From an optimization exercise on the open Yosys and OpenROAD flow, aimed at small area; shortcuts taken in it are not production practice. In this exercise RTL edits were held to simulation tests only and were not proved equivalent to the original. In every run shown here, the design's own scripts or RTL, not TritonCTS, make the clock network. No driver is modelled on the clock port, so clock power and skew are understated where the tree is cut down; a real chip needs a root buffer or a tree. Power is estimated from default activity; no workload was simulated.

==> flow/design.v <==
`timescale 1ns / 1ps
module FSM(
    input clk,
    input rst,
    input btnL,
    input btnR,
    input [7:0] sw,
    output [3:0] an,
    output reg [6:0] seg,
    output reg [3:0] led
    );
    reg [8:0] d;
    reg [2:0] q5;
    reg [1:0] dig;
    wire wrap = (d == 9'd55);
    wire rise = (d[6:0] == 7'd27) & ~d[8] & q5[2] & ~q5[1] & ~dig[0];
    always @(posedge clk) begin
        if (rst) begin
            d   <= 9'd311;
            q5  <= 3'd0;
            dig <= 2'd0;
        end else begin
            d <= {d[7:0], d[8] ^ d[4] ^ wrap};
            if (wrap) begin
                q5  <= {q5[1], q5[0], ~(q5[2] | q5[1])};
                dig <= {dig[1] ^ dig[0], ~dig[0]};
            end
        end
    end
    reg q1l, pl, q1r, pr;
    always @(posedge clk) begin
        if (rst) begin
            q1l <= 1'b0;
            q1r <= 1'b0;
        end else if (rise) begin
            q1l <= btnL;
            q1r <= btnR;
        end
    end
    always @(posedge clk) begin
        pl <= ~rst & rise & btnL & ~q1l;
        pr <= ~rst & rise & btnR & ~q1r;
    end
    reg [1:0] s;
    reg [7:0] op1, op2;
    wire sub   = sw[2];
    wire arith = (sw[2:0] == 3'd3) | (sw[2:0] == 3'd4);
    wire orop  = (sw[2:0] == 3'd2);
    wire sel_m = (sw[2:0] == 3'd1) | orop;
    wire sel_s = (sw[2:0] == 3'd0) | arith;
    wire [7:0] bb = op2 ^ {8{sub}};
    wire [8:0] x;
    wire [7:0] m, sm;
    assign x[0] = arith ? sub : orop;
    genvar i;
    generate
        for (i = 0; i < 8; i = i + 1) begin : fa
            assign sm[i] = op1[i] ^ bb[i] ^ x[i];
            assign m[i] = (op1[i] & bb[i]) | (op1[i] & x[i]) | (bb[i] & x[i]);
            assign x[i+1] = arith ? m[i] : orop;
        end
    endgenerate
    wire [7:0] alu = ({8{sel_m}} & m) | ({8{sel_s}} & sm);
    always @(posedge clk) begin
        if (rst) begin
            s   <= 2'd0;
            op1 <= 8'd0;
            op2 <= 8'd0;
        end else begin
            if (pl)
                s <= 2'd0;
            else if (pr && s != 2'd3)
                s <= s + 2'd1;
            case (s)
                2'd0: if (pr) op1 <= sw;
                2'd1: if (pr) op2 <= sw;
                2'd2: if (pr && !pl) begin
                          op1 <= alu;
                          op2 <= 8'd0;
                      end
                2'd3: if (pl)
                          op1 <= 8'd0;   
            endcase
        end
    end
    always @(*) begin
        case (s)
            2'd0: led = 4'b0001;
            2'd1: led = 4'b0010;
            2'd2: led = 4'b0100;
            2'd3: led = 4'b1000;
        endcase
    end
    reg [3:0] nib;
    always @(*) begin
        case (dig)
            2'd0: nib = op1[3:0];
            2'd1: nib = op1[7:4];
            2'd2: nib = op2[3:0];
            2'd3: nib = op2[7:4];
        endcase
    end
    assign an = ~(4'b0001 << dig);
    always @(*) begin
        case (nib)
            4'h0: seg = 7'b0000001;
            4'h1: seg = 7'b1001111;
            4'h2: seg = 7'b0010010;
            4'h3: seg = 7'b0000110;
            4'h4: seg = 7'b1001100;
            4'h5: seg = 7'b0100100;
            4'h6: seg = 7'b0100000;
            4'h7: seg = 7'b0001111;
            4'h8: seg = 7'b0000000;
            4'h9: seg = 7'b0000100;
            4'ha: seg = 7'b0001000;
            4'hb: seg = 7'b1100000;
            4'hc: seg = 7'b0110001;
            4'hd: seg = 7'b1000010;
            4'he: seg = 7'b0110000;
            4'hf: seg = 7'b0111000;
        endcase
    end
endmodule
==> flow/flow/run.sh <==
#!/bin/bash
# Layout flow:
# 1. the standard synthesis script, without the adder-cell extraction;
# 2. its combinational logic re-mapped for area by ABC: flow/netlist.v, a
#    netlist found by a longer run of the same search before (gen/), is used
#    as the starting point if yosys proves it equal to step 1's netlist; then
#    rounds of the search: each round starts several seeded runs (deepsyn,
#    then mapping) from the smallest netlist so far. Flip-flops are untouched
#    and the result is proven equal to step 1's netlist with yosys;
# 3. the standard ORFS layout, with buf_1 port buffers and the clock buffered
#    by a few buffers from flow/clkbuf.tcl in place of TritonCTS's tree.
set -uo pipefail
W=$(pwd)
RES=$W/orfs/results/$FLOW_PLATFORM/FSM/base
LIB=$FLOW_HOME/platforms/sky130hd/lib/sky130_fd_sc_hd__tt_025C_1v80.lib
P=${NUM_CORES:-4}
ROUNDS=${FLOW_RS_ROUNDS:-4}

bash standard.sh ADDER_MAP_FILE= $RES/1_2_yosys.v > 1_synth.log 2>&1 || exit 1
cp $RES/1_2_yosys.v $W/synth_std.v

subst() {  # template out in.v out.v abc-script
  sed -e "s|@LIB@|$LIB|g" -e "s|@IN@|$3|g" -e "s|@OUT@|$4|g" \
      -e "s|@ABC@|$5|g" -e "s|@TOP@|$FLOW_TOP|g" "$1" > "$2"
}
area_of() { grep "Chip area" "$1" 2>/dev/null | tail -1 | awk '{print $NF}'; }

mkdir -p rs
best=$W/synth_std.v
best_area=1e9
if [ -f flow/netlist.v ]; then
  subst flow/equiv.ys equiv_pre.ys $W/synth_std.v $W/flow/netlist.v none
  subst flow/area.ys area_pre.ys $W/flow/netlist.v none none
  if yosys -s equiv_pre.ys > 2_equiv_pre.log 2>&1 && yosys -s area_pre.ys > 2_area_pre.log 2>&1; then
    best=$W/flow/netlist.v
    best_area=$(area_of 2_area_pre.log)
    echo "flow/netlist.v proven equal to the standard netlist; starting from it ($best_area)"
  else
    echo "flow/netlist.v not proven equal; starting from the standard netlist"
  fi
fi
for r in $(seq 1 $ROUNDS); do
  for c in $(seq 1 $P); do
    seed=$(( (r * P + c) % 101 ))
    if [ $c -eq $P ]; then map="&get -n; &dch -f; &nf -a -p -R 1000; &put"; else map="dch -f; amap"; fi
    echo "strash; &get -n; &deepsyn -T 20 -S $seed; &put; $map" | tr ';' '\n' > rs/r${r}_$c.abc
    subst flow/resynth.ys rs/r${r}_$c.ys $best $W/rs/r${r}_$c.v $W/rs/r${r}_$c.abc
  done
  for c in $(seq 1 $P); do echo $c; done | \
    xargs -P $P -I{} sh -c "yosys -s rs/r${r}_{}.ys > rs/r${r}_{}.log 2>&1"
  for c in $(seq 1 $P); do
    a=$(area_of rs/r${r}_$c.log)
    [ -z "$a" ] && continue
    if awk "BEGIN{exit !($a < $best_area)}"; then best=$W/rs/r${r}_$c.v; best_area=$a; fi
  done
  echo "round $r: best so far $best_area ($best)"
done

if [ "$best" != "$W/synth_std.v" ]; then
  subst flow/equiv.ys equiv.ys $W/synth_std.v $best none
  if yosys -s equiv.ys > 2_equiv.log 2>&1; then
    echo "re-mapped netlist $best ($best_area) proven equal; using it"
    cp $best $RES/1_2_yosys.v
    touch $RES/1_2_yosys.v
  else
    echo "re-mapped netlist not proven equal; keeping the standard netlist"
  fi
fi

export FLOW_FLOW_DIR=$W/flow
export FLOW_CLOCK_SLEW_LIMIT=0.110
bash standard.sh \
  "BUFFER_PORTS_ARGS=-buffer_cell sky130_fd_sc_hd__buf_1" \
  "PRE_CTS_TCL=$W/flow/pre_cts.tcl" \
  finish > 3_layout.log 2>&1 || exit 1
==> flow/flow/area.ys <==
# Cell area of a mapped netlist.
read_liberty -lib @LIB@
read_verilog @IN@
hierarchy -top @TOP@
stat -liberty @LIB@
==> flow/flow/clkbuf.tcl <==
# Drive the clock port's sinks through a few clock buffers, one per group of
# sinks; the groups come from recursive bisection of the sink locations, and
# each buffer is placed at its group's centroid. This replaces TritonCTS's
# two-level tree, which is larger than this small design needs.
proc my_split_groups { items nparts } {
  # items: list of {x y iterm}; returns a list of nparts groups
  if {$nparts <= 1 || [llength $items] <= 1} { return [list $items] }
  set xs [lmap it $items {lindex $it 0}]
  set ys [lmap it $items {lindex $it 1}]
  set dx [expr {[tcl::mathfunc::max {*}$xs] - [tcl::mathfunc::min {*}$xs]}]
  set dy [expr {[tcl::mathfunc::max {*}$ys] - [tcl::mathfunc::min {*}$ys]}]
  set key [expr {$dx >= $dy ? 0 : 1}]
  set sorted [lsort -integer -index $key $items]
  set n1 [expr {$nparts / 2}]
  set cut [expr {int(round(double([llength $items]) * $n1 / $nparts))}]
  set a [lrange $sorted 0 [expr {$cut - 1}]]
  set b [lrange $sorted $cut end]
  return [concat [my_split_groups $a $n1] [my_split_groups $b [expr {$nparts - $n1}]]]
}

proc my_clock_buffers { master_name nbuf } {
  set db [ord::get_db]
  set block [ord::get_db_block]
  set port_net [$block findNet clk]
  set master [$db findMaster $master_name]
  set items {}
  foreach it [$port_net getITerms] {
    set b [[$it getInst] getBBox]
    lappend items [list [expr {([$b xMin] + [$b xMax]) / 2}] [expr {([$b yMin] + [$b yMax]) / 2}] $it]
  }
  $port_net setSigType CLOCK
  set k 0
  foreach group [my_split_groups $items $nbuf] {
    set buf [odb::dbInst_create $block $master clkbuf_$k]
    set net [odb::dbNet_create $block clknet_$k]
    $net setSigType CLOCK
    set sx 0; set sy 0
    foreach item $group {
      set it [lindex $item 2]
      $it disconnect
      $it connect $net
      incr sx [lindex $item 0]; incr sy [lindex $item 1]
    }
    set c [llength $group]
    [$buf findITerm A] connect $port_net
    [$buf findITerm X] connect $net
    $buf setLocation [expr {$sx / $c - [$master getWidth] / 2}] [expr {$sy / $c - [$master getHeight] / 2}]
    $buf setPlacementStatus PLACED
    puts "clock buffer clkbuf_$k ($master_name) drives $c sinks"
    incr k
  }
}

proc my_undo_clock_buffers { } {
  set block [ord::get_db_block]
  set port_net [$block findNet clk]
  foreach inst [$block getInsts] {
    if {![string match clkbuf_* [$inst getName]]} { continue }
    set net [[$inst findITerm X] getNet]
    foreach it [$net getITerms] {
      if {[$it getInst] == $inst} { continue }
      $it disconnect
      $it connect $port_net
    }
    odb::dbInst_destroy $inst
    odb::dbNet_destroy $net
  }
}

proc my_max_clock_slew { } {
  estimate_parasitics -placement
  set worst 0.0
  foreach pin [get_pins */CLK] {
    set s [get_property $pin slew_max]
    if {$s > $worst} { set worst $s }
  }
  return $worst
}

proc my_clock_tree { limit } {
  # {cell count}, in order of total area
  set configs {
    {sky130_fd_sc_hd__clkbuf_8 1} {sky130_fd_sc_hd__clkbuf_4 2}
    {sky130_fd_sc_hd__buf_12 1} {sky130_fd_sc_hd__buf_6 2}
    {sky130_fd_sc_hd__clkbuf_4 3} {sky130_fd_sc_hd__clkbuf_16 1}
    {sky130_fd_sc_hd__clkbuf_8 2} {sky130_fd_sc_hd__buf_8 2}
    {sky130_fd_sc_hd__clkbuf_4 4} {sky130_fd_sc_hd__buf_6 3}
    {sky130_fd_sc_hd__buf_12 2} {sky130_fd_sc_hd__clkbuf_8 3}
    {sky130_fd_sc_hd__buf_8 3} {sky130_fd_sc_hd__clkbuf_8 4}
  }
  set_propagated_clock [all_clocks]
  foreach cfg $configs {
    my_clock_buffers {*}$cfg
    set s [my_max_clock_slew]
    puts "clock buffers $cfg: estimated worst clock-pin slew $s"
    if {$s <= $limit} {
      unset_propagated_clock [all_clocks]
      return
    }
    my_undo_clock_buffers
  }
  my_clock_buffers {*}[lindex $configs end]
  unset_propagated_clock [all_clocks]
}
==> flow/flow/equiv.ys <==
# Prove the re-mapped netlist equal to the standard one, flip-flops paired by name.
read_liberty -ignore_miss_func @LIB@
read_verilog @IN@
hierarchy -top @TOP@
flatten
rename -hide w:*.*
rename -hide w:_*
rename @TOP@ gold
design -stash gold
read_liberty -ignore_miss_func @LIB@
read_verilog @OUT@
hierarchy -top @TOP@
flatten
rename -hide w:*.*
rename -hide w:_*
rename @TOP@ gate
design -stash gate
design -copy-from gold -as gold gold
design -copy-from gate -as gate gate
opt_clean
equiv_make gold gate equiv
hierarchy -top equiv
equiv_simple
equiv_induct
equiv_status -assert
==> flow/flow/pre_cts.tcl <==
# PRE_CTS hook: replace TritonCTS with the clock buffering of clkbuf.tcl;
# cts.tcl then legalizes the placement and repairs timing as usual.
source $::env(FLOW_FLOW_DIR)/clkbuf.tcl
rename clock_tree_synthesis my_tritoncts
proc clock_tree_synthesis { args } {
  my_clock_tree $::env(FLOW_CLOCK_SLEW_LIMIT)
}
==> flow/flow/resynth.ys <==
# Re-map the combinational logic of the standard synthesis netlist for area.
# Flip-flop instances (names and cells) are kept as they are.
read_liberty -ignore_miss_func @LIB@
read_verilog @IN@
hierarchy -top @TOP@
blackbox sky130_fd_sc_hd__dfxtp_1
flatten
rename -hide w:*.*
opt_clean
abc -liberty @LIB@ -dont_use sky130_fd_sc_hd__probe_p_8 -dont_use sky130_fd_sc_hd__probec_p_8 -dont_use sky130_fd_sc_hd__lpflow_bleeder_1 -dont_use sky130_fd_sc_hd__lpflow_clkbufkapwr_1 -dont_use sky130_fd_sc_hd__lpflow_clkbufkapwr_16 -dont_use sky130_fd_sc_hd__lpflow_clkbufkapwr_2 -dont_use sky130_fd_sc_hd__lpflow_clkbufkapwr_4 -dont_use sky130_fd_sc_hd__lpflow_clkbufkapwr_8 -dont_use sky130_fd_sc_hd__lpflow_clkinvkapwr_1 -dont_use sky130_fd_sc_hd__lpflow_clkinvkapwr_16 -dont_use sky130_fd_sc_hd__lpflow_clkinvkapwr_2 -dont_use sky130_fd_sc_hd__lpflow_clkinvkapwr_4 -dont_use sky130_fd_sc_hd__lpflow_clkinvkapwr_8 -dont_use sky130_fd_sc_hd__lpflow_decapkapwr_12 -dont_use sky130_fd_sc_hd__lpflow_decapkapwr_3 -dont_use sky130_fd_sc_hd__lpflow_decapkapwr_4 -dont_use sky130_fd_sc_hd__lpflow_decapkapwr_6 -dont_use sky130_fd_sc_hd__lpflow_decapkapwr_8 -dont_use sky130_fd_sc_hd__lpflow_inputiso0n_1 -dont_use sky130_fd_sc_hd__lpflow_inputiso0p_1 -dont_use sky130_fd_sc_hd__lpflow_inputiso1n_1 -dont_use sky130_fd_sc_hd__lpflow_inputiso1p_1 -dont_use sky130_fd_sc_hd__lpflow_inputisolatch_1 -dont_use sky130_fd_sc_hd__lpflow_isobufsrc_1 -dont_use sky130_fd_sc_hd__lpflow_isobufsrc_16 -dont_use sky130_fd_sc_hd__lpflow_isobufsrc_2 -dont_use sky130_fd_sc_hd__lpflow_isobufsrc_4 -dont_use sky130_fd_sc_hd__lpflow_isobufsrc_8 -dont_use sky130_fd_sc_hd__lpflow_isobufsrckapwr_16 -dont_use sky130_fd_sc_hd__lpflow_lsbuf_lh_hl_isowell_tap_1 -dont_use sky130_fd_sc_hd__lpflow_lsbuf_lh_hl_isowell_tap_2 -dont_use sky130_fd_sc_hd__lpflow_lsbuf_lh_hl_isowell_tap_4 -dont_use sky130_fd_sc_hd__lpflow_lsbuf_lh_isowell_4 -dont_use sky130_fd_sc_hd__lpflow_lsbuf_lh_isowell_tap_1 -dont_use sky130_fd_sc_hd__lpflow_lsbuf_lh_isowell_tap_2 -dont_use sky130_fd_sc_hd__lpflow_lsbuf_lh_isowell_tap_4 -dont_use sky130_fd_sc_hd__fill_1 -dont_use sky130_fd_sc_hd__fill_2 -dont_use sky130_fd_sc_hd__fill_4 -dont_use sky130_fd_sc_hd__fill_8  -script @ABC@
setundef -zero
splitnets
opt_clean -purge
hilomap -singleton -hicell sky130_fd_sc_hd__conb_1 HI -locell sky130_fd_sc_hd__conb_1 LO
insbuf -buf sky130_fd_sc_hd__buf_4 A X
opt_clean -purge
stat -liberty @LIB@
write_verilog -noattr -noexpr -nohex -nodec @OUT@
==> flow/standard.sh <==
#!/bin/bash
# synth_recipe.tcl (not shown) runs the flow's synth.tcl, then flattens the netlist and writes it again
# the make line also repeats each setting of config.mk as NAME=value (left out here)
make -C /OpenROAD-flow-scripts/flow DESIGN_CONFIG=/design/flow/config.mk WORK_HOME=/design/flow/orfs CLKGATE_MAP_FILE= SYNTH_SCRIPT=/design/flow/synth_recipe.tcl "${@:-finish}"
==> flow/config.mk <==
export PLATFORM = sky130hd
export DESIGN_NAME = FSM
export DESIGN_NICKNAME = FSM
export VERILOG_FILES = /design/flow/design.v
export SDC_FILE = /design/flow/constraint.sdc
export NUM_CORES = 4
export LEC_CHECK = 0
export ABC_AREA = 1
export CAP_MARGIN = 20
export CORE_AREA = 2.3 2.72 60.7 60.3
export DIE_AREA = 0 0 63 63
export GPL_TIMING_DRIVEN = 0
export SLEW_MARGIN = 20
==> flow/constraint.sdc <==
create_clock -name core_clock -period 10.0 [get_ports {clk}]
set_input_delay 2.0000 -clock core_clock [delete_from_list [all_inputs] [get_ports {clk}]]
set_output_delay 2.0000 -clock core_clock [all_outputs]
set_load 0.01 [all_outputs]
Not shown: flow/flow/netlist.v
==> out/summary.md, run 1 <==
- flip-flop count of the largest register, all copies and words added: 9
- Die Height: 63 microns
- max-slew headroom at the worst pin: 0.608
- hold-fix buffer count after cts: 0
- power attributed to the clock group: 0.0583 mW
- Clock Power Share: 0.256
- Setup CP Type: input port to flop
- vias in the first global route: 1563
- routed wire length: 4120 microns
- # port buffers: 26
- share of the final layout cell area in multi-input gates: 0.456
- Core Box Area: 3310 sq um
- leak pwr: 0.642 nW
- slowest cell on the critical path: sky130_fd_sc_hd__nor2_1
- initial cell density of the core: 0.526
- initial antenna violation count: 0
- utilization of the core after routing: 0.585
- HPWL after detailed placement: 3220 microns
- Top reg by flops: d
- wire length on met3: 259 microns
- Tapcells: 46
- run status: finished clean
- CP endpoint: op1[7]$_SDFFE_PP0P_
- number of pins with negative max-slew slack in the final report: 0
- min Tclk post-route: 5.88 ns
- detailed-routed wire length on met2: 1980 microns
- Post-Synthesis Net Count: 251
- origin of the worst min-delay path: q1r$_SDFFE_PP0P_
- startpoint type of the worst setup path: input port
- Placement Setup Slack: 4.07 ns
- max layer used: met4
- syn avg cell area: 7.29 sq um
- most used routing layer in global routing: met2
- launching element of the worst setup path: sw[0]
- die footprint: 3970 sq um
- post-route worst setup slack: 4.12 ns
- share of power burned in combinational logic: 0.099
==> inputs of run 2 (changes only) <==
--- a/flow/flow/run.sh
+++ b/flow/flow/run.sh
@@ -60,7 +60,14 @@
   subst flow/equiv.ys equiv.ys $W/synth_std.v $best none
   if yosys -s equiv.ys > 2_equiv.log 2>&1; then
     echo "re-mapped netlist $best ($best_area) proven equal; using it"
-    cp $best $RES/1_2_yosys.v
+    # cells whose _0 size has the same area as _1: take the stronger _1
+    sed -E 's/sky130_fd_sc_hd__(a21boi|and2|o21ai|o311ai|or2)_0 /sky130_fd_sc_hd__\1_1 /' $best > $W/synth_final.v
+    subst flow/equiv.ys equiv_final.ys $W/synth_std.v $W/synth_final.v none
+    if yosys -s equiv_final.ys > 2_equiv_final.log 2>&1; then
+      cp $W/synth_final.v $RES/1_2_yosys.v
+    else
+      cp $best $RES/1_2_yosys.v
+    fi
     touch $RES/1_2_yosys.v
   else
     echo "re-mapped netlist not proven equal; keeping the standard netlist"
==> flow/flow/netlist.v (replaced) <==
/* Generated by Yosys 0.63+post (git sha1 UNKNOWN-dirty, g++ 11.4.0-1ubuntu1~22.04.3 -fPIC -O3) */

module FSM(clk, rst, btnL, btnR, sw, an, seg, led);
  input clk;
  wire clk;
  input rst;
  wire rst;
  input btnL;
  wire btnL;
  input btnR;
  wire btnR;
  input [7:0] sw;
  wire [7:0] sw;
  output [3:0] an;
  wire [3:0] an;
  output [6:0] seg;
  wire [6:0] seg;
  output [3:0] led;
  wire [3:0] led;
  wire _036_;
  wire _037_;
  wire _038_;
  wire _039_;
  wire _040_;
  wire _041_;
  wire _042_;
  wire _043_;
  wire _044_;
  wire _045_;
  wire _046_;
  wire _047_;
  wire _048_;
  wire _049_;
  wire _050_;
  wire _051_;
  wire _052_;
  wire _053_;
  wire _054_;
  wire _055_;
  wire _056_;
  wire _057_;
  wire _058_;
  wire _059_;
  wire _060_;
  wire _061_;
  wire _062_;
  wire _063_;
  wire _064_;
  wire _065_;
  wire _066_;
  wire _067_;
  wire _068_;
  wire _069_;
  wire _070_;
  wire _071_;
  wire _072_;
  wire _073_;
  wire _074_;
  wire _075_;
  wire _076_;
  wire _077_;
  wire _078_;
  wire _079_;
  wire _080_;
  wire _081_;
  wire _082_;
  wire _083_;
  wire _084_;
  wire _085_;
  wire _086_;
  wire _087_;
  wire _088_;
  wire _089_;
  wire _090_;
  wire _091_;
  wire _092_;
  wire _093_;
  wire _094_;
  wire _095_;
  wire _096_;
  wire _097_;
  wire _098_;
  wire _099_;
  wire _100_;
  wire _101_;
  wire _102_;
  wire _103_;
  wire _104_;
  wire _105_;
  wire _106_;
  wire _107_;
  wire _108_;
  wire _109_;
  wire _110_;
  wire _111_;
  wire _112_;
  wire _113_;
  wire _114_;
  wire _115_;
  wire _116_;
  wire _117_;
  wire _118_;
  wire _119_;
  wire _120_;
  wire _121_;
  wire _122_;
  wire _123_;
  wire _124_;
  wire _125_;
  wire _126_;
  wire _127_;
  wire _128_;
  wire _129_;
  wire _130_;
  wire _131_;
  wire _132_;
  wire _133_;
  wire _134_;
  wire _135_;
  wire _136_;
  wire _137_;
  wire _138_;
  wire _139_;
  wire _140_;
  wire _141_;
  wire _142_;
  wire _143_;
  wire _144_;
  wire _145_;
  wire _146_;
  wire _147_;
  wire _148_;
  wire _149_;
  wire _150_;
  wire _151_;
  wire _152_;
  wire _153_;
  wire _154_;
  wire _155_;
  wire _156_;
  wire _157_;
  wire _158_;
  wire _159_;
  wire _160_;
  wire _161_;
  wire _162_;
  wire _163_;
  wire _164_;
  wire _165_;
  wire _166_;
  wire _167_;
  wire _168_;
  wire _169_;
  wire _170_;
  wire _171_;
  wire _172_;
  wire _173_;
  wire _174_;
  wire _175_;
  wire _176_;
  wire _177_;
  wire _178_;
  wire _179_;
  wire _180_;
  wire _181_;
  wire _182_;
  wire _183_;
  wire _184_;
  wire _185_;
  wire _186_;
  wire _187_;
  wire _000_;
  wire _001_;
  wire _002_;
  wire _003_;
  wire _004_;
  wire _005_;
  wire _006_;
  wire _007_;
  wire _008_;
  wire _009_;
  wire _010_;
  wire _011_;
  wire _012_;
  wire _013_;
  wire _014_;
  wire _015_;
  wire _016_;
  wire _017_;
  wire _018_;
  wire _019_;
  wire _020_;
  wire _021_;
  wire _022_;
  wire _023_;
  wire _024_;
  wire _025_;
  wire _026_;
  wire _027_;
  wire _028_;
  wire _029_;
  wire _030_;
  wire _031_;
  wire _032_;
  wire _033_;
  wire _034_;
  wire _035_;
  wire \d[0] ;
  wire \d[1] ;
  wire \d[2] ;
  wire \d[3] ;
  wire \d[4] ;
  wire \d[5] ;
  wire \d[6] ;
  wire \d[7] ;
  wire \d[8] ;
  wire \dig[0] ;
  wire \dig[1] ;
  wire \op1[0] ;
  wire \op1[1] ;
  wire \op1[2] ;
  wire \op1[3] ;
  wire \op1[4] ;
  wire \op1[5] ;
  wire \op1[6] ;
  wire \op1[7] ;
  wire \op2[0] ;
  wire \op2[1] ;
  wire \op2[2] ;
  wire \op2[3] ;
  wire \op2[4] ;
  wire \op2[5] ;
  wire \op2[6] ;
  wire \op2[7] ;
  wire pl;
  wire pr;
  wire q1l;
  wire q1r;
  wire \q5[0] ;
  wire \q5[1] ;
  wire \q5[2] ;
  wire \s[0] ;
  wire \s[1] ;
  sky130_fd_sc_hd__clkinv_1 _188_ (
    .A(rst),
    .Y(_187_)
  );
  sky130_fd_sc_hd__clkinv_1 _189_ (
    .A(\op2[0] ),
    .Y(_036_)
  );
  sky130_fd_sc_hd__clkinv_1 _190_ (
    .A(\q5[2] ),
    .Y(_037_)
  );
  sky130_fd_sc_hd__clkinv_1 _191_ (
    .A(sw[1]),
    .Y(_038_)
  );
  sky130_fd_sc_hd__clkinv_1 _192_ (
    .A(\s[1] ),
    .Y(_039_)
  );
  sky130_fd_sc_hd__clkinv_1 _193_ (
    .A(\op2[7] ),
    .Y(_040_)
  );
  sky130_fd_sc_hd__clkinv_1 _194_ (
    .A(\op1[7] ),
    .Y(_041_)
  );
  sky130_fd_sc_hd__clkinv_1 _195_ (
    .A(sw[0]),
    .Y(_042_)
  );
  sky130_fd_sc_hd__clkinv_1 _196_ (
    .A(sw[2]),
    .Y(_043_)
  );
  sky130_fd_sc_hd__clkinv_1 _197_ (
    .A(\op1[5] ),
    .Y(_044_)
  );
  sky130_fd_sc_hd__clkinv_1 _198_ (
    .A(\op1[1] ),
    .Y(_045_)
  );
  sky130_fd_sc_hd__clkinv_1 _199_ (
    .A(\d[5] ),
    .Y(_046_)
  );
  sky130_fd_sc_hd__clkinv_1 _200_ (
    .A(\s[0] ),
    .Y(_047_)
  );
  sky130_fd_sc_hd__clkinv_1 _201_ (
    .A(\dig[0] ),
    .Y(_048_)
  );
  sky130_fd_sc_hd__clkinv_1 _202_ (
    .A(\op2[1] ),
    .Y(_049_)
  );
  sky130_fd_sc_hd__clkinv_1 _203_ (
    .A(\op2[3] ),
    .Y(_050_)
  );
  sky130_fd_sc_hd__clkinv_1 _204_ (
    .A(\op2[5] ),
    .Y(_051_)
  );
  sky130_fd_sc_hd__clkinv_1 _205_ (
    .A(\q5[1] ),
    .Y(_052_)
  );
  sky130_fd_sc_hd__clkinv_1 _206_ (
    .A(\dig[1] ),
    .Y(_053_)
  );
  sky130_fd_sc_hd__clkinv_1 _207_ (
    .A(sw[3]),
    .Y(_054_)
  );
  sky130_fd_sc_hd__clkinv_1 _208_ (
    .A(\q5[0] ),
    .Y(_055_)
  );
  sky130_fd_sc_hd__clkinv_1 _209_ (
    .A(\d[8] ),
    .Y(_056_)
  );
  sky130_fd_sc_hd__clkinv_1 _210_ (
    .A(sw[7]),
    .Y(_057_)
  );
  sky130_fd_sc_hd__clkinv_1 _211_ (
    .A(\d[2] ),
    .Y(_058_)
  );
  sky130_fd_sc_hd__nor2_1 _212_ (
    .A(rst),
    .B(_046_),
    .Y(_034_)
  );
  sky130_fd_sc_hd__nor2b_1 _213_ (
    .A(rst),
    .B_N(\d[6] ),
    .Y(_033_)
  );
  sky130_fd_sc_hd__nand2_1 _214_ (
    .A(\d[4] ),
    .B(_056_),
    .Y(_059_)
  );
  sky130_fd_sc_hd__nor2_1 _215_ (
    .A(\d[6] ),
    .B(_059_),
    .Y(_060_)
  );
  sky130_fd_sc_hd__nand3_1 _216_ (
    .A(\d[1] ),
    .B(\d[0] ),
    .C(_060_),
    .Y(_061_)
  );
  sky130_fd_sc_hd__or3_1 _217_ (
    .A(\d[3] ),
    .B(\d[7] ),
    .C(_046_),
    .X(_062_)
  );
  sky130_fd_sc_hd__nor3_1 _218_ (
    .A(_058_),
    .B(_062_),
    .C(_061_),
    .Y(_063_)
  );
  sky130_fd_sc_hd__clkinv_1 _219_ (
    .A(_063_),
    .Y(_064_)
  );
  sky130_fd_sc_hd__nand2_1 _220_ (
    .A(_187_),
    .B(_064_),
    .Y(_065_)
  );
  sky130_fd_sc_hd__o21ai_0 _221_ (
    .A1(_048_),
    .A2(_064_),
    .B1(_187_),
    .Y(_066_)
  );
  sky130_fd_sc_hd__a21oi_1 _222_ (
    .A1(_048_),
    .A2(_064_),
    .B1(_066_),
    .Y(_032_)
  );
  sky130_fd_sc_hd__nor2_1 _223_ (
    .A(\s[1] ),
    .B(_047_),
    .Y(led[1])
  );
  sky130_fd_sc_hd__nand2_1 _224_ (
    .A(pr),
    .B(led[1]),
    .Y(_067_)
  );
  sky130_fd_sc_hd__clkinv_1 _225_ (
    .A(_067_),
    .Y(_068_)
  );
  sky130_fd_sc_hd__nand2_1 _226_ (
    .A(_187_),
    .B(_068_),
    .Y(_069_)
  );
  sky130_fd_sc_hd__nor2_1 _227_ (
    .A(_039_),
    .B(\s[0] ),
    .Y(led[2])
  );
  sky130_fd_sc_hd__nor2_1 _228_ (
    .A(rst),
    .B(pl),
    .Y(_070_)
  );
  sky130_fd_sc_hd__o21ai_0 _229_ (
    .A1(\s[0] ),
    .A2(pr),
    .B1(_070_),
    .Y(_071_)
  );
  sky130_fd_sc_hd__nor3_1 _230_ (
    .A(_039_),
    .B(\s[0] ),
    .C(_071_),
    .Y(_072_)
  );
  sky130_fd_sc_hd__nor3_1 _231_ (
    .A(rst),
    .B(_072_),
    .C(_068_),
    .Y(_073_)
  );
  sky130_fd_sc_hd__clkinv_1 _232_ (
    .A(_073_),
    .Y(_074_)
  );
  sky130_fd_sc_hd__nand2_1 _233_ (
    .A(\op2[2] ),
    .B(_073_),
    .Y(_075_)
  );
  sky130_fd_sc_hd__o21ai_0 _234_ (
    .A1(_043_),
    .A2(_069_),
    .B1(_075_),
    .Y(_031_)
  );
  sky130_fd_sc_hd__o22ai_1 _235_ (
    .A1(_054_),
    .A2(_069_),
    .B1(_050_),
    .B2(_074_),
    .Y(_030_)
  );
  sky130_fd_sc_hd__a32o_1 _236_ (
    .A1(_187_),
    .A2(_068_),
    .A3(sw[4]),
    .B1(\op2[4] ),
    .B2(_073_),
    .X(_029_)
  );
  sky130_fd_sc_hd__nand3_1 _237_ (
    .A(_187_),
    .B(_068_),
    .C(sw[5]),
    .Y(_076_)
  );
  sky130_fd_sc_hd__o21ai_0 _238_ (
    .A1(_051_),
    .A2(_074_),
    .B1(_076_),
    .Y(_028_)
  );
  sky130_fd_sc_hd__a32o_1 _239_ (
    .A1(_187_),
    .A2(_068_),
    .A3(sw[6]),
    .B1(\op2[6] ),
    .B2(_073_),
    .X(_027_)
  );
  sky130_fd_sc_hd__o22ai_1 _240_ (
    .A1(_042_),
    .A2(_069_),
    .B1(_036_),
    .B2(_074_),
    .Y(_026_)
  );
  sky130_fd_sc_hd__o22ai_1 _241_ (
    .A1(_038_),
    .A2(_069_),
    .B1(_049_),
    .B2(_074_),
    .Y(_025_)
  );
  sky130_fd_sc_hd__o31a_1 _242_ (
    .A1(_038_),
    .A2(sw[0]),
    .A3(sw[2]),
    .B1(_072_),
    .X(_077_)
  );
  sky130_fd_sc_hd__nor2_1 _243_ (
    .A(_039_),
    .B(_047_),
    .Y(led[3])
  );
  sky130_fd_sc_hd__nor2_1 _244_ (
    .A(\s[1] ),
    .B(\s[0] ),
    .Y(led[0])
  );
  sky130_fd_sc_hd__and3_1 _245_ (
    .A(_039_),
    .B(_047_),
    .C(pr),
    .X(_078_)
  );
  sky130_fd_sc_hd__a2111oi_0 _246_ (
    .A1(pl),
    .A2(led[3]),
    .B1(rst),
    .C1(_078_),
    .D1(_077_),
    .Y(_079_)
  );
  sky130_fd_sc_hd__clkinv_1 _247_ (
    .A(_079_),
    .Y(_080_)
  );
  sky130_fd_sc_hd__nand2_1 _248_ (
    .A(\op1[0] ),
    .B(_079_),
    .Y(_081_)
  );
  sky130_fd_sc_hd__nand2_1 _249_ (
    .A(_187_),
    .B(_078_),
    .Y(_082_)
  );
  sky130_fd_sc_hd__nor2_1 _250_ (
    .A(sw[1]),
    .B(sw[0]),
    .Y(_083_)
  );
  sky130_fd_sc_hd__o21ai_0 _251_ (
    .A1(_043_),
    .A2(_083_),
    .B1(_072_),
    .Y(_084_)
  );
  sky130_fd_sc_hd__clkinv_1 _252_ (
    .A(_084_),
    .Y(_085_)
  );
  sky130_fd_sc_hd__nor2_1 _253_ (
    .A(sw[1]),
    .B(_042_),
    .Y(_086_)
  );
  sky130_fd_sc_hd__clkinv_1 _254_ (
    .A(_086_),
    .Y(_087_)
  );
  sky130_fd_sc_hd__a21oi_1 _255_ (
    .A1(\op2[0] ),
    .A2(\op1[0] ),
    .B1(_086_),
    .Y(_088_)
  );
  sky130_fd_sc_hd__o21a_1 _256_ (
    .A1(\op2[0] ),
    .A2(\op1[0] ),
    .B1(_088_),
    .X(_089_)
  );
  sky130_fd_sc_hd__a31oi_1 _257_ (
    .A1(\op2[0] ),
    .A2(\op1[0] ),
    .A3(_086_),
    .B1(_089_),
    .Y(_090_)
  );
  sky130_fd_sc_hd__o221ai_1 _258_ (
    .A1(_042_),
    .A2(_082_),
    .B1(_084_),
    .B2(_090_),
    .C1(_081_),
    .Y(_024_)
  );
  sky130_fd_sc_hd__o32ai_1 _259_ (
    .A1(_036_),
    .A2(_043_),
    .A3(\op1[0] ),
    .B1(_042_),
    .B2(_088_),
    .Y(_091_)
  );
  sky130_fd_sc_hd__nand2_1 _260_ (
    .A(\op2[1] ),
    .B(_091_),
    .Y(_092_)
  );
  sky130_fd_sc_hd__nor2_1 _261_ (
    .A(\op2[1] ),
    .B(_091_),
    .Y(_093_)
  );
  sky130_fd_sc_hd__o21ai_0 _262_ (
    .A1(\op2[1] ),
    .A2(_091_),
    .B1(_092_),
    .Y(_094_)
  );
  sky130_fd_sc_hd__nor2_1 _263_ (
    .A(_079_),
    .B(_094_),
    .Y(_095_)
  );
  sky130_fd_sc_hd__nor2_1 _264_ (
    .A(_079_),
    .B(_085_),
    .Y(_096_)
  );
  sky130_fd_sc_hd__nor3_1 _265_ (
    .A(_045_),
    .B(_095_),
    .C(_096_),
    .Y(_097_)
  );
  sky130_fd_sc_hd__nand2_1 _266_ (
    .A(_085_),
    .B(_087_),
    .Y(_098_)
  );
  sky130_fd_sc_hd__nor3_1 _267_ (
    .A(\op1[1] ),
    .B(_098_),
    .C(_094_),
    .Y(_099_)
  );
  sky130_fd_sc_hd__nor2_1 _268_ (
    .A(_097_),
    .B(_099_),
    .Y(_100_)
  );
  sky130_fd_sc_hd__o21ai_0 _269_ (
    .A1(_038_),
    .A2(_082_),
    .B1(_100_),
    .Y(_023_)
  );
  sky130_fd_sc_hd__o22ai_1 _270_ (
    .A1(sw[2]),
    .A2(\op1[1] ),
    .B1(sw[0]),
    .B2(_045_),
    .Y(_101_)
  );
  sky130_fd_sc_hd__a31oi_1 _271_ (
    .A1(_087_),
    .A2(_101_),
    .A3(_092_),
    .B1(_093_),
    .Y(_102_)
  );
  sky130_fd_sc_hd__nand2_1 _272_ (
    .A(\op2[2] ),
    .B(_102_),
    .Y(_103_)
  );
  sky130_fd_sc_hd__o21ai_0 _273_ (
    .A1(\op2[2] ),
    .A2(_102_),
    .B1(_103_),
    .Y(_104_)
  );
  sky130_fd_sc_hd__o21ai_0 _274_ (
    .A1(_079_),
    .A2(_104_),
    .B1(\op1[2] ),
    .Y(_105_)
  );
  sky130_fd_sc_hd__o32a_1 _275_ (
    .A1(\op1[2] ),
    .A2(_098_),
    .A3(_104_),
    .B1(_096_),
    .B2(_105_),
    .X(_106_)
  );
  sky130_fd_sc_hd__o21ai_0 _276_ (
    .A1(_043_),
    .A2(_082_),
    .B1(_106_),
    .Y(_022_)
  );
  sky130_fd_sc_hd__nor2_1 _277_ (
    .A(\op1[2] ),
    .B(_038_),
    .Y(_107_)
  );
  sky130_fd_sc_hd__o221ai_1 _278_ (
    .A1(\op1[2] ),
    .A2(_043_),
    .B1(_042_),
    .B2(_107_),
    .C1(_103_),
    .Y(_108_)
  );
  sky130_fd_sc_hd__o21ai_0 _279_ (
    .A1(\op2[2] ),
    .A2(_102_),
    .B1(_108_),
    .Y(_109_)
  );
  sky130_fd_sc_hd__nor2b_1 _280_ (
    .A(\op2[3] ),
    .B_N(_109_),
    .Y(_110_)
  );
  sky130_fd_sc_hd__o21bai_1 _281_ (
    .A1(_050_),
    .A2(_109_),
    .B1_N(_110_),
    .Y(_111_)
  );
  sky130_fd_sc_hd__o21ai_0 _282_ (
    .A1(_079_),
    .A2(_111_),
    .B1(\op1[3] ),
    .Y(_112_)
  );
  sky130_fd_sc_hd__o32a_1 _283_ (
    .A1(\op1[3] ),
    .A2(_098_),
    .A3(_111_),
    .B1(_096_),
    .B2(_112_),
    .X(_113_)
  );
  sky130_fd_sc_hd__o21ai_0 _284_ (
    .A1(_054_),
    .A2(_082_),
    .B1(_113_),
    .Y(_021_)
  );
  sky130_fd_sc_hd__nor2_1 _285_ (
    .A(sw[2]),
    .B(\op1[3] ),
    .Y(_114_)
  );
  sky130_fd_sc_hd__a21oi_1 _286_ (
    .A1(_042_),
    .A2(\op1[3] ),
    .B1(_114_),
    .Y(_115_)
  );
  sky130_fd_sc_hd__nor2_1 _287_ (
    .A(_086_),
    .B(_115_),
    .Y(_116_)
  );
  sky130_fd_sc_hd__o22ai_1 _288_ (
    .A1(_050_),
    .A2(_109_),
    .B1(_110_),
    .B2(_116_),
    .Y(_117_)
  );
  sky130_fd_sc_hd__nand2_1 _289_ (
    .A(\op2[4] ),
    .B(_117_),
    .Y(_118_)
  );
  sky130_fd_sc_hd__o21ai_0 _290_ (
    .A1(\op2[4] ),
    .A2(_117_),
    .B1(_118_),
    .Y(_119_)
  );
  sky130_fd_sc_hd__o21ai_0 _291_ (
    .A1(_079_),
    .A2(_119_),
    .B1(\op1[4] ),
    .Y(_120_)
  );
  sky130_fd_sc_hd__nor3_1 _292_ (
    .A(\op1[4] ),
    .B(_098_),
    .C(_119_),
    .Y(_121_)
  );
  sky130_fd_sc_hd__a31oi_1 _293_ (
    .A1(_187_),
    .A2(_078_),
    .A3(sw[4]),
    .B1(_121_),
    .Y(_122_)
  );
  sky130_fd_sc_hd__o21ai_0 _294_ (
    .A1(_096_),
    .A2(_120_),
    .B1(_122_),
    .Y(_020_)
  );
  sky130_fd_sc_hd__nor2_1 _295_ (
    .A(_038_),
    .B(\op1[4] ),
    .Y(_123_)
  );
  sky130_fd_sc_hd__o221ai_1 _296_ (
    .A1(_043_),
    .A2(\op1[4] ),
    .B1(_042_),
    .B2(_123_),
    .C1(_118_),
    .Y(_124_)
  );
  sky130_fd_sc_hd__o21ai_0 _297_ (
    .A1(\op2[4] ),
    .A2(_117_),
    .B1(_124_),
    .Y(_125_)
  );
  sky130_fd_sc_hd__nor2_1 _298_ (
    .A(_051_),
    .B(_125_),
    .Y(_126_)
  );
  sky130_fd_sc_hd__clkinv_1 _299_ (
    .A(_126_),
    .Y(_127_)
  );
  sky130_fd_sc_hd__nor2b_1 _300_ (
    .A(\op2[5] ),
    .B_N(_125_),
    .Y(_128_)
  );
  sky130_fd_sc_hd__or2_0 _301_ (
    .A(_126_),
    .B(_128_),
    .X(_129_)
  );
  sky130_fd_sc_hd__nor2_1 _302_ (
    .A(_079_),
    .B(_129_),
    .Y(_130_)
  );
  sky130_fd_sc_hd__nor3_1 _303_ (
    .A(_044_),
    .B(_130_),
    .C(_096_),
    .Y(_131_)
  );
  sky130_fd_sc_hd__a31oi_1 _304_ (
    .A1(_187_),
    .A2(_078_),
    .A3(sw[5]),
    .B1(_131_),
    .Y(_132_)
  );
  sky130_fd_sc_hd__o31ai_1 _305_ (
    .A1(\op1[5] ),
    .A2(_098_),
    .A3(_129_),
    .B1(_132_),
    .Y(_019_)
  );
  sky130_fd_sc_hd__o22ai_1 _306_ (
    .A1(sw[2]),
    .A2(\op1[5] ),
    .B1(sw[0]),
    .B2(_044_),
    .Y(_133_)
  );
  sky130_fd_sc_hd__a31oi_1 _307_ (
    .A1(_087_),
    .A2(_133_),
    .A3(_127_),
    .B1(_128_),
    .Y(_134_)
  );
  sky130_fd_sc_hd__nand2_1 _308_ (
    .A(\op2[6] ),
    .B(_134_),
    .Y(_135_)
  );
  sky130_fd_sc_hd__o21ai_0 _309_ (
    .A1(\op2[6] ),
    .A2(_134_),
    .B1(_135_),
    .Y(_136_)
  );
  sky130_fd_sc_hd__o21ai_0 _310_ (
    .A1(_079_),
    .A2(_136_),
    .B1(\op1[6] ),
    .Y(_137_)
  );
  sky130_fd_sc_hd__nor3_1 _311_ (
    .A(\op1[6] ),
    .B(_098_),
    .C(_136_),
    .Y(_138_)
  );
  sky130_fd_sc_hd__a31oi_1 _312_ (
    .A1(_187_),
    .A2(_078_),
    .A3(sw[6]),
    .B1(_138_),
    .Y(_139_)
  );
  sky130_fd_sc_hd__o21ai_0 _313_ (
    .A1(_096_),
    .A2(_137_),
    .B1(_139_),
    .Y(_018_)
  );
  sky130_fd_sc_hd__nand2_1 _314_ (
    .A(_187_),
    .B(_063_),
    .Y(_140_)
  );
  sky130_fd_sc_hd__o32ai_1 _315_ (
    .A1(\q5[2] ),
    .A2(\q5[1] ),
    .A3(_140_),
    .B1(_055_),
    .B2(_065_),
    .Y(_016_)
  );
  sky130_fd_sc_hd__o22ai_1 _316_ (
    .A1(_052_),
    .A2(_065_),
    .B1(_055_),
    .B2(_140_),
    .Y(_015_)
  );
  sky130_fd_sc_hd__o21ai_0 _317_ (
    .A1(\d[4] ),
    .A2(_056_),
    .B1(_059_),
    .Y(_141_)
  );
  sky130_fd_sc_hd__nand2_1 _318_ (
    .A(_064_),
    .B(_141_),
    .Y(_142_)
  );
  sky130_fd_sc_hd__nand2_1 _319_ (
    .A(_187_),
    .B(_142_),
    .Y(_014_)
  );
  sky130_fd_sc_hd__nor2_1 _320_ (
    .A(rst),
    .B(_058_),
    .Y(_011_)
  );
  sky130_fd_sc_hd__a211oi_1 _321_ (
    .A1(_039_),
    .A2(_067_),
    .B1(rst),
    .C1(pl),
    .Y(_010_)
  );
  sky130_fd_sc_hd__o22ai_1 _322_ (
    .A1(_037_),
    .A2(_065_),
    .B1(_052_),
    .B2(_140_),
    .Y(_009_)
  );
  sky130_fd_sc_hd__nand2_1 _323_ (
    .A(\dig[0] ),
    .B(_053_),
    .Y(an[1])
  );
  sky130_fd_sc_hd__o22ai_1 _324_ (
    .A1(_053_),
    .A2(_066_),
    .B1(_140_),
    .B2(an[1]),
    .Y(_005_)
  );
  sky130_fd_sc_hd__nor2_1 _325_ (
    .A(\op1[6] ),
    .B(_038_),
    .Y(_143_)
  );
  sky130_fd_sc_hd__o221ai_1 _326_ (
    .A1(\op1[6] ),
    .A2(_043_),
    .B1(_042_),
    .B2(_143_),
    .C1(_135_),
    .Y(_144_)
  );
  sky130_fd_sc_hd__o21ai_0 _327_ (
    .A1(\op2[6] ),
    .A2(_134_),
    .B1(_144_),
    .Y(_145_)
  );
  sky130_fd_sc_hd__o32ai_1 _328_ (
    .A1(\op2[7] ),
    .A2(\op1[7] ),
    .A3(_086_),
    .B1(_040_),
    .B2(_041_),
    .Y(_146_)
  );
  sky130_fd_sc_hd__nand2_1 _329_ (
    .A(_145_),
    .B(_146_),
    .Y(_147_)
  );
  sky130_fd_sc_hd__o211ai_1 _330_ (
    .A1(_145_),
    .A2(_146_),
    .B1(_085_),
    .C1(_147_),
    .Y(_148_)
  );
  sky130_fd_sc_hd__o221ai_1 _331_ (
    .A1(_041_),
    .A2(_080_),
    .B1(_057_),
    .B2(_082_),
    .C1(_148_),
    .Y(_004_)
  );
  sky130_fd_sc_hd__o22ai_1 _332_ (
    .A1(_057_),
    .A2(_069_),
    .B1(_040_),
    .B2(_074_),
    .Y(_003_)
  );
  sky130_fd_sc_hd__nand4_1 _333_ (
    .A(_048_),
    .B(_052_),
    .C(\d[3] ),
    .D(_058_),
    .Y(_149_)
  );
  sky130_fd_sc_hd__nor4_1 _334_ (
    .A(_037_),
    .B(\d[5] ),
    .C(_149_),
    .D(_061_),
    .Y(_150_)
  );
  sky130_fd_sc_hd__clkinv_1 _335_ (
    .A(_150_),
    .Y(_151_)
  );
  sky130_fd_sc_hd__o221ai_1 _336_ (
    .A1(q1r),
    .A2(_150_),
    .B1(btnR),
    .B2(_151_),
    .C1(_187_),
    .Y(_152_)
  );
  sky130_fd_sc_hd__clkinv_1 _337_ (
    .A(_152_),
    .Y(_007_)
  );
  sky130_fd_sc_hd__nor2_1 _338_ (
    .A(q1r),
    .B(_152_),
    .Y(_001_)
  );
  sky130_fd_sc_hd__o221ai_1 _339_ (
    .A1(q1l),
    .A2(_150_),
    .B1(btnL),
    .B2(_151_),
    .C1(_187_),
    .Y(_153_)
  );
  sky130_fd_sc_hd__clkinv_1 _340_ (
    .A(_153_),
    .Y(_006_)
  );
  sky130_fd_sc_hd__nor2_1 _341_ (
    .A(q1l),
    .B(_153_),
    .Y(_000_)
  );
  sky130_fd_sc_hd__nand2_1 _342_ (
    .A(_048_),
    .B(\dig[1] ),
    .Y(an[2])
  );
  sky130_fd_sc_hd__nand2_1 _343_ (
    .A(_048_),
    .B(_053_),
    .Y(an[0])
  );
  sky130_fd_sc_hd__nand2_1 _344_ (
    .A(\dig[0] ),
    .B(\dig[1] ),
    .Y(an[3])
  );
  sky130_fd_sc_hd__o22ai_1 _345_ (
    .A1(\op2[2] ),
    .A2(an[2]),
    .B1(\op1[2] ),
    .B2(an[0]),
    .Y(_154_)
  );
  sky130_fd_sc_hd__o22ai_1 _346_ (
    .A1(\op1[6] ),
    .A2(an[1]),
    .B1(\op2[6] ),
    .B2(an[3]),
    .Y(_155_)
  );
  sky130_fd_sc_hd__nor2_1 _347_ (
    .A(_154_),
    .B(_155_),
    .Y(_156_)
  );
  sky130_fd_sc_hd__clkinv_1 _348_ (
    .A(_156_),
    .Y(_157_)
  );
  sky130_fd_sc_hd__o22ai_1 _349_ (
    .A1(\op1[0] ),
    .A2(an[0]),
    .B1(\op2[4] ),
    .B2(an[3]),
    .Y(_158_)
  );
  sky130_fd_sc_hd__o22ai_1 _350_ (
    .A1(\op1[4] ),
    .A2(an[1]),
    .B1(\op2[0] ),
    .B2(an[2]),
    .Y(_159_)
  );
  sky130_fd_sc_hd__nor2_1 _351_ (
    .A(_158_),
    .B(_159_),
    .Y(_160_)
  );
  sky130_fd_sc_hd__clkinv_1 _352_ (
    .A(_160_),
    .Y(_161_)
  );
  sky130_fd_sc_hd__o22ai_1 _353_ (
    .A1(\op2[7] ),
    .A2(an[3]),
    .B1(\op2[3] ),
    .B2(an[2]),
    .Y(_162_)
  );
  sky130_fd_sc_hd__o22ai_1 _354_ (
    .A1(\op1[3] ),
    .A2(an[0]),
    .B1(\op1[7] ),
    .B2(an[1]),
    .Y(_163_)
  );
  sky130_fd_sc_hd__nor2_1 _355_ (
    .A(_162_),
    .B(_163_),
    .Y(_164_)
  );
  sky130_fd_sc_hd__nor2_1 _356_ (
    .A(_157_),
    .B(_164_),
    .Y(_165_)
  );
  sky130_fd_sc_hd__o22ai_1 _357_ (
    .A1(_049_),
    .A2(an[2]),
    .B1(_045_),
    .B2(an[0]),
    .Y(_166_)
  );
  sky130_fd_sc_hd__o22ai_1 _358_ (
    .A1(_051_),
    .A2(an[3]),
    .B1(_044_),
    .B2(an[1]),
    .Y(_167_)
  );
  sky130_fd_sc_hd__nor2_1 _359_ (
    .A(_166_),
    .B(_167_),
    .Y(_168_)
  );
  sky130_fd_sc_hd__clkinv_1 _360_ (
    .A(_168_),
    .Y(_169_)
  );
  sky130_fd_sc_hd__nor2_1 _361_ (
    .A(_165_),
    .B(_169_),
    .Y(_170_)
  );
  sky130_fd_sc_hd__nand3_1 _362_ (
    .A(_156_),
    .B(_160_),
    .C(_170_),
    .Y(_171_)
  );
  sky130_fd_sc_hd__nor2_1 _363_ (
    .A(_164_),
    .B(_169_),
    .Y(_172_)
  );
  sky130_fd_sc_hd__nor2_1 _364_ (
    .A(_157_),
    .B(_160_),
    .Y(_173_)
  );
  sky130_fd_sc_hd__clkinv_1 _365_ (
    .A(_173_),
    .Y(_174_)
  );
  sky130_fd_sc_hd__nor2_1 _366_ (
    .A(_156_),
    .B(_161_),
    .Y(_175_)
  );
  sky130_fd_sc_hd__o21ai_0 _367_ (
    .A1(_173_),
    .A2(_175_),
    .B1(_172_),
    .Y(_176_)
  );
  sky130_fd_sc_hd__nand2_1 _368_ (
    .A(_171_),
    .B(_176_),
    .Y(_177_)
  );
  sky130_fd_sc_hd__nor2_1 _369_ (
    .A(_164_),
    .B(_168_),
    .Y(_178_)
  );
  sky130_fd_sc_hd__nor2_1 _370_ (
    .A(_172_),
    .B(_174_),
    .Y(_179_)
  );
  sky130_fd_sc_hd__o32ai_1 _371_ (
    .A1(_161_),
    .A2(_178_),
    .A3(_170_),
    .B1(_172_),
    .B2(_174_),
    .Y(seg[5])
  );
  sky130_fd_sc_hd__nor2_1 _372_ (
    .A(_178_),
    .B(seg[5]),
    .Y(_180_)
  );
  sky130_fd_sc_hd__a21oi_1 _373_ (
    .A1(_156_),
    .A2(_160_),
    .B1(_180_),
    .Y(_181_)
  );
  sky130_fd_sc_hd__and3_1 _374_ (
    .A(_164_),
    .B(_174_),
    .C(_181_),
    .X(_182_)
  );
  sky130_fd_sc_hd__or2_0 _375_ (
    .A(_177_),
    .B(_182_),
    .X(seg[6])
  );
  sky130_fd_sc_hd__nor2_1 _376_ (
    .A(_168_),
    .B(_181_),
    .Y(_183_)
  );
  sky130_fd_sc_hd__nor2_1 _377_ (
    .A(_170_),
    .B(_183_),
    .Y(_184_)
  );
  sky130_fd_sc_hd__a21oi_1 _378_ (
    .A1(_164_),
    .A2(_174_),
    .B1(_184_),
    .Y(seg[0])
  );
  sky130_fd_sc_hd__nor2_1 _379_ (
    .A(_177_),
    .B(_178_),
    .Y(_185_)
  );
  sky130_fd_sc_hd__nor2_1 _380_ (
    .A(_173_),
    .B(_185_),
    .Y(seg[1])
  );
  sky130_fd_sc_hd__o21ai_0 _381_ (
    .A1(_168_),
    .A2(_181_),
    .B1(_176_),
    .Y(seg[3])
  );
  sky130_fd_sc_hd__nor2_1 _382_ (
    .A(_068_),
    .B(_071_),
    .Y(_017_)
  );
  sky130_fd_sc_hd__nor2_1 _383_ (
    .A(_165_),
    .B(_175_),
    .Y(_186_)
  );
  sky130_fd_sc_hd__nor3_1 _384_ (
    .A(_179_),
    .B(_182_),
    .C(_186_),
    .Y(seg[2])
  );
  sky130_fd_sc_hd__nor3_1 _385_ (
    .A(_165_),
    .B(_175_),
    .C(_180_),
    .Y(seg[4])
  );
  sky130_fd_sc_hd__or2_0 _386_ (
    .A(rst),
    .B(\d[0] ),
    .X(_013_)
  );
  sky130_fd_sc_hd__or2_0 _387_ (
    .A(rst),
    .B(\d[1] ),
    .X(_012_)
  );
  sky130_fd_sc_hd__or2_0 _388_ (
    .A(rst),
    .B(\d[7] ),
    .X(_008_)
  );
  sky130_fd_sc_hd__or2_0 _389_ (
    .A(rst),
    .B(\d[4] ),
    .X(_035_)
  );
  sky130_fd_sc_hd__or2_0 _390_ (
    .A(rst),
    .B(\d[3] ),
    .X(_002_)
  );
  sky130_fd_sc_hd__dfxtp_1 \d[0]$_SDFF_PP1_  (
    .CLK(clk),
    .D(_014_),
    .Q(\d[0] )
  );
  sky130_fd_sc_hd__dfxtp_1 \d[1]$_SDFF_PP1_  (
    .CLK(clk),
    .D(_013_),
    .Q(\d[1] )
  );
  sky130_fd_sc_hd__dfxtp_1 \d[2]$_SDFF_PP1_  (
    .CLK(clk),
    .D(_012_),
    .Q(\d[2] )
  );
  sky130_fd_sc_hd__dfxtp_1 \d[3]$_SDFF_PP0_  (
    .CLK(clk),
    .D(_011_),
    .Q(\d[3] )
  );
  sky130_fd_sc_hd__dfxtp_1 \d[4]$_SDFF_PP1_  (
    .CLK(clk),
    .D(_002_),
    .Q(\d[4] )
  );
  sky130_fd_sc_hd__dfxtp_1 \d[5]$_SDFF_PP1_  (
    .CLK(clk),
    .D(_035_),
    .Q(\d[5] )
  );
  sky130_fd_sc_hd__dfxtp_1 \d[6]$_SDFF_PP0_  (
    .CLK(clk),
    .D(_034_),
    .Q(\d[6] )
  );
  sky130_fd_sc_hd__dfxtp_1 \d[7]$_SDFF_PP0_  (
    .CLK(clk),
    .D(_033_),
    .Q(\d[7] )
  );
  sky130_fd_sc_hd__dfxtp_1 \d[8]$_SDFF_PP1_  (
    .CLK(clk),
    .D(_008_),
    .Q(\d[8] )
  );
  sky130_fd_sc_hd__dfxtp_1 \dig[0]$_SDFFE_PP0N_  (
    .CLK(clk),
    .D(_032_),
    .Q(\dig[0] )
  );
  sky130_fd_sc_hd__dfxtp_1 \dig[1]$_SDFFE_PP0N_  (
    .CLK(clk),
    .D(_005_),
    .Q(\dig[1] )
  );
  sky130_fd_sc_hd__dfxtp_1 \op1[0]$_SDFFE_PP0P_  (
    .CLK(clk),
    .D(_024_),
    .Q(\op1[0] )
  );
  sky130_fd_sc_hd__dfxtp_1 \op1[1]$_SDFFE_PP0P_  (
    .CLK(clk),
    .D(_023_),
    .Q(\op1[1] )
  );
  sky130_fd_sc_hd__dfxtp_1 \op1[2]$_SDFFE_PP0P_  (
    .CLK(clk),
    .D(_022_),
    .Q(\op1[2] )
  );
  sky130_fd_sc_hd__dfxtp_1 \op1[3]$_SDFFE_PP0P_  (
    .CLK(clk),
    .D(_021_),
    .Q(\op1[3] )
  );
  sky130_fd_sc_hd__dfxtp_1 \op1[4]$_SDFFE_PP0P_  (
    .CLK(clk),
    .D(_020_),
    .Q(\op1[4] )
  );
  sky130_fd_sc_hd__dfxtp_1 \op1[5]$_SDFFE_PP0P_  (
    .CLK(clk),
    .D(_019_),
    .Q(\op1[5] )
  );
  sky130_fd_sc_hd__dfxtp_1 \op1[6]$_SDFFE_PP0P_  (
    .CLK(clk),
    .D(_018_),
    .Q(\op1[6] )
  );
  sky130_fd_sc_hd__dfxtp_1 \op1[7]$_SDFFE_PP0P_  (
    .CLK(clk),
    .D(_004_),
    .Q(\op1[7] )
  );
  sky130_fd_sc_hd__dfxtp_1 \op2[0]$_SDFFE_PP0P_  (
    .CLK(clk),
    .D(_026_),
    .Q(\op2[0] )
  );
  sky130_fd_sc_hd__dfxtp_1 \op2[1]$_SDFFE_PP0P_  (
    .CLK(clk),
    .D(_025_),
    .Q(\op2[1] )
  );
  sky130_fd_sc_hd__dfxtp_1 \op2[2]$_SDFFE_PP0P_  (
    .CLK(clk),
    .D(_031_),
    .Q(\op2[2] )
  );
  sky130_fd_sc_hd__dfxtp_1 \op2[3]$_SDFFE_PP0P_  (
    .CLK(clk),
    .D(_030_),
    .Q(\op2[3] )
  );
  sky130_fd_sc_hd__dfxtp_1 \op2[4]$_SDFFE_PP0P_  (
    .CLK(clk),
    .D(_029_),
    .Q(\op2[4] )
  );
  sky130_fd_sc_hd__dfxtp_1 \op2[5]$_SDFFE_PP0P_  (
    .CLK(clk),
    .D(_028_),
    .Q(\op2[5] )
  );
  sky130_fd_sc_hd__dfxtp_1 \op2[6]$_SDFFE_PP0P_  (
    .CLK(clk),
    .D(_027_),
    .Q(\op2[6] )
  );
  sky130_fd_sc_hd__dfxtp_1 \op2[7]$_SDFFE_PP0P_  (
    .CLK(clk),
    .D(_003_),
    .Q(\op2[7] )
  );
  sky130_fd_sc_hd__dfxtp_1 \pl$_DFF_P_  (
    .CLK(clk),
    .D(_000_),
    .Q(pl)
  );
  sky130_fd_sc_hd__dfxtp_1 \pr$_DFF_P_  (
    .CLK(clk),
    .D(_001_),
    .Q(pr)
  );
  sky130_fd_sc_hd__dfxtp_1 \q1l$_SDFFE_PP0P_  (
    .CLK(clk),
    .D(_006_),
    .Q(q1l)
  );
  sky130_fd_sc_hd__dfxtp_1 \q1r$_SDFFE_PP0P_  (
    .CLK(clk),
    .D(_007_),
    .Q(q1r)
  );
  sky130_fd_sc_hd__dfxtp_1 \q5[0]$_SDFFE_PP0N_  (
    .CLK(clk),
    .D(_016_),
    .Q(\q5[0] )
  );
  sky130_fd_sc_hd__dfxtp_1 \q5[1]$_SDFFE_PP0N_  (
    .CLK(clk),
    .D(_015_),
    .Q(\q5[1] )
  );
  sky130_fd_sc_hd__dfxtp_1 \q5[2]$_SDFFE_PP0N_  (
    .CLK(clk),
    .D(_009_),
    .Q(\q5[2] )
  );
  sky130_fd_sc_hd__dfxtp_1 \s[0]$_SDFFE_PP0P_  (
    .CLK(clk),
    .D(_017_),
    .Q(\s[0] )
  );
  sky130_fd_sc_hd__dfxtp_1 \s[1]$_SDFFE_PP0P_  (
    .CLK(clk),
    .D(_010_),
    .Q(\s[1] )
  );
endmodule
--- a/flow/config.mk
+++ b/flow/config.mk
@@ -6,8 +6,8 @@
 export NUM_CORES = 4
 export LEC_CHECK = 0
 export ABC_AREA = 1
-export CAP_MARGIN = 20
+export CAP_MARGIN = 5
 export CORE_AREA = 2.3 2.72 60.7 60.3
 export DIE_AREA = 0 0 63 63
 export GPL_TIMING_DRIVEN = 0
-export SLEW_MARGIN = 20
+export SLEW_MARGIN = 5
==> out/summary.md, run 2 <==
- run status: finished clean
- Top-Level Pins: 27
- registers with the most flip-flops: d x9, op1 x8, op2 x8
- ANT cells: 0
- via count of the routed design: 1737
- leak pwr: 0.612 nW, -4.7%
- hold path depth: 1
- final setup violation count: 0
- highest-count cells in the layout ignoring fill and taps: sky130_fd_sc_hd__dfxtp_1 (36), sky130_fd_sc_hd__clkinv_1 (31), sky130_fd_sc_hd__nor2_1 (29)
- TritonRoute pass-1 iters: 4
- initial cell density of the core: 0.518, -0.00794
- RSZ-0062 raised after global routing: no
- synth-to-layout area growth: 11.6%
- flip-flop count of the largest register, all copies and words added: 9, unchanged
- syn avg cell area: 7.49 sq um, +2.8%
- net load switching power: 0.0531 mW
- number of maximum-capacitance violations: 0
- switching share of power: 0.231
- fraction of layout cells with a size suffix above 1: 0.0155
- Synth Warn #: 1
- Horiz. Die Dim: 63 microns
- Slew @ Worst Pin: 1.11 ns
- P per Cell Area: 120 nW/um^2
- CP arrival: 5.69 ns
- die footprint: 3970 sq um, unchanged
- residual antenna-violating net count after detailed routing: 0
- post-CTS setup-driven buffer insertion count: 0
- # port buffers: 26, unchanged
- # resized after CTS: 0
- ordered cell list for the critical path: buf_1, clkinv_1, nor2_1, a21oi_1, o32ai_1, nand2_1, o221ai_1, o21ai_1, nor2b_1, o22ai_1, nand2_1, a31oi_1, nand2_1, o221ai_1, o21ai_1, nor2b_1, o22ai_1, nand2_1, o221ai_1, o21ai_1, o211ai_1, o221ai_1
- share of power burned in combinational logic: 0.101, +0.002
- endpoint of the most critical register-to-register path: op1[7]$_SDFFE_PP0P_
- path category of the worst min-delay check: flop to flop
- Crit Reg-Reg Startpoint: op2[0]$_SDFFE_PP0P_
- period utilisation layout: 0.568
- maximum number of pins on one net before global-route repair: 19
- type of destination of the critical path: flop
- origin of the worst min-delay path: q1l$_SDFFE_PP0P_
- routed wire length: 4140 microns, +0.34%
- Worst Hold End: pl$_DFF_P_
- hold-fix buffer count after cts: 0, unchanged
- Setup CP Type: input port to flop
- Clock Skews: 0.00442 ns
- number of standard-cell rows in the floorplan: 21
- most common cell after layout, fill and taps aside: sky130_fd_sc_hd__dfxtp_1
- number of pins with negative max-slew slack in the final report: 0, unchanged
- initial antenna violation count: 0, unchanged
- startpoint type of the worst setup path: input port
- insertion delay of the later-clocked pin in the worst-skew pair: 0.13 ns
- worst reg2reg setup slack: 6.47 ns
- Iter 0 DRT Violations: 116
- sequential power share: 0.640
- Clock Pin Slew Worst Setup and Hold Paths: 0.10 ns
- worst r2r path cells: 19
- Post-Synthesis Net Count: 241, -4.0%
- aggregate global-route resource usage: 0.215
- HPWL after detailed placement: 3190 microns, -0.87%
- Total Neg Setup Slack: 0 ns
- post-route worst setup slack: 4.32 ns, +0.192 ns
- post-detailed-route DRC marker count: 0
- Final Hold Fails: 0
- Die Height: 63 microns, unchanged
- wire length of the first global-routing pass: 7160 microns
- Core Box Area: 3310 sq um, unchanged
- Placement Setup Slack: 4.20 ns, +0.126 ns
- min Tclk post-route: 5.68 ns, -0.192 ns
- required time of the critical path: 10.01 ns
- Crit path largest cell delay: 0.48 ns
- Nets: 272
- achievable clock frequency: 0.176 GHz
- synthesized netlist cell count: 229
- Top reg by flops: d
- number of vias per cell: 5.71
- largest voltage drop on the vdd net: 0.0624 mV
- maximum fanout count along the critical path: 11
- internal portion of total power: 0.177 mW
- post-synth design cell area: 1720 sq um
- leftover overflow at the end of global routing: 0
- post-DR wirelength/cell: 13.6 microns
- slowest cell on the critical path: sky130_fd_sc_hd__nor2_1
- vias in the first global route: 1605, +2.7%
- max-slew headroom at the worst pin: 0.257, -0.351
- Clock Power Share: 0.259, +0.003
- routability-driven placement congestion ratio: 0.861
[run 2: power groups by stage]
stage / Sequential (mW) / Clock, mW / Combinational (mW)
6_report: 0.147 / 0.0595 / 0.0233
5_1_grt: 0.147 / 0.0647 / 0.0262
4_1_cts: 0.150 / 0.0442 / 0.0233
3_5_place_dp: 0.150 / 0 / 0.0232
3_3_place_gp: 0.150 / 0 / 0.0227
2_1_floorplan: 0.150 / 0 / 0.0152
[run 2: how the worst max path moves through the flow]
stage / startpoint / to / slack [ns]
floorplan: sw[0] / op1[7]$_SDFFE_PP0P_ / 5.04
global placement: rst / op1[3]$_SDFFE_PP0P_ / 4.14
detailed placement: sw[0] / op1[7]$_SDFFE_PP0P_ / 4.20
CTS: sw[0] / op1[7]$_SDFFE_PP0P_ / 4.21
global route: sw[0] / op1[7]$_SDFFE_PP0P_ / 3.73
finish: sw[0] / op1[7]$_SDFFE_PP0P_ / 4.32
[run 2: per-stage QoR]
stage,area [sq um],utilization,hold slack (ns),cells,power [mW]
after CTS,1910,0.578,0.406,304,0.218
after floorplan,1720,-,0.393,229,0.165
after global routing,1910,0.578,0.446,304,0.238
after detailed placement,1880,0.569,0.406,302,0.174
after global placement,1870,0.565,0.402,301,0.173
final,1910,0.578,0.420,304,0.230
[run 2: critical path, delay by kind of cell]
kind / cells / cell delay [ns]
AO/OA/AOI/OAI: 13 / 2.06
AND/OR/NAND/NOR: 7 / 1.25
buffers and inverters: 2 / 0.39
[run 2: routing by layer]
metal  up-vias  share of wire  global-route usage
li1        895              -                   -
met1       793           0.48               0.304
met2        46           0.46               0.370
met3         3          0.048              0.0144
met4         0         0.0099              0.0222
met5         -              0                   0
[run 2: layout make-up]
| type | instances | area, sq um |
|---|---|---|
| timing repair buffer | 27 | 105 |
| multi-input combinational | 162 | 885 |
| buffer | 2 | 30.0 |
| sequential | 36 | 721 |
| tap | 46 | 57.6 |
| fill | 352 | 1400 |
| inverter | 31 | 116 |

[port drivers added, routing unchanged]
Ports are ideal in the flow. The routed layouts listed here were re-timed in OpenROAD.
Step 1 (the two cells are an assumption about what drives the block):
set clk [get_ports {clk}]
set_driving_cell -lib_cell sky130_fd_sc_hd__clkbuf_16 $clk
set_driving_cell -lib_cell sky130_fd_sc_hd__buf_2 [delete_from_list [all_inputs] $clk]
Step 2 moves the port delays by t, midway between the first and last clock arrival at a register: inputs arrive t later, outputs are due t later. That takes back most of the time a late clock gives input paths.
Three values: ideal, step 1, step 2; two values: the first two.
| run | shift t [ns] | setup slack, ns | cell pins on the clock port's net |
|---|---|---|---|
| run 1 | 0.167 | 4.124 / 4.145 / 3.979 | 2 |
| run 2 | 0.171 | 4.315 / 4.338 / 4.167 | 2 |
After both steps every run listed still meets setup and hold. For run 2, which loses most, drivers alone change the setup slack by +0.023 ns; drivers and shift together by -0.148 ns.
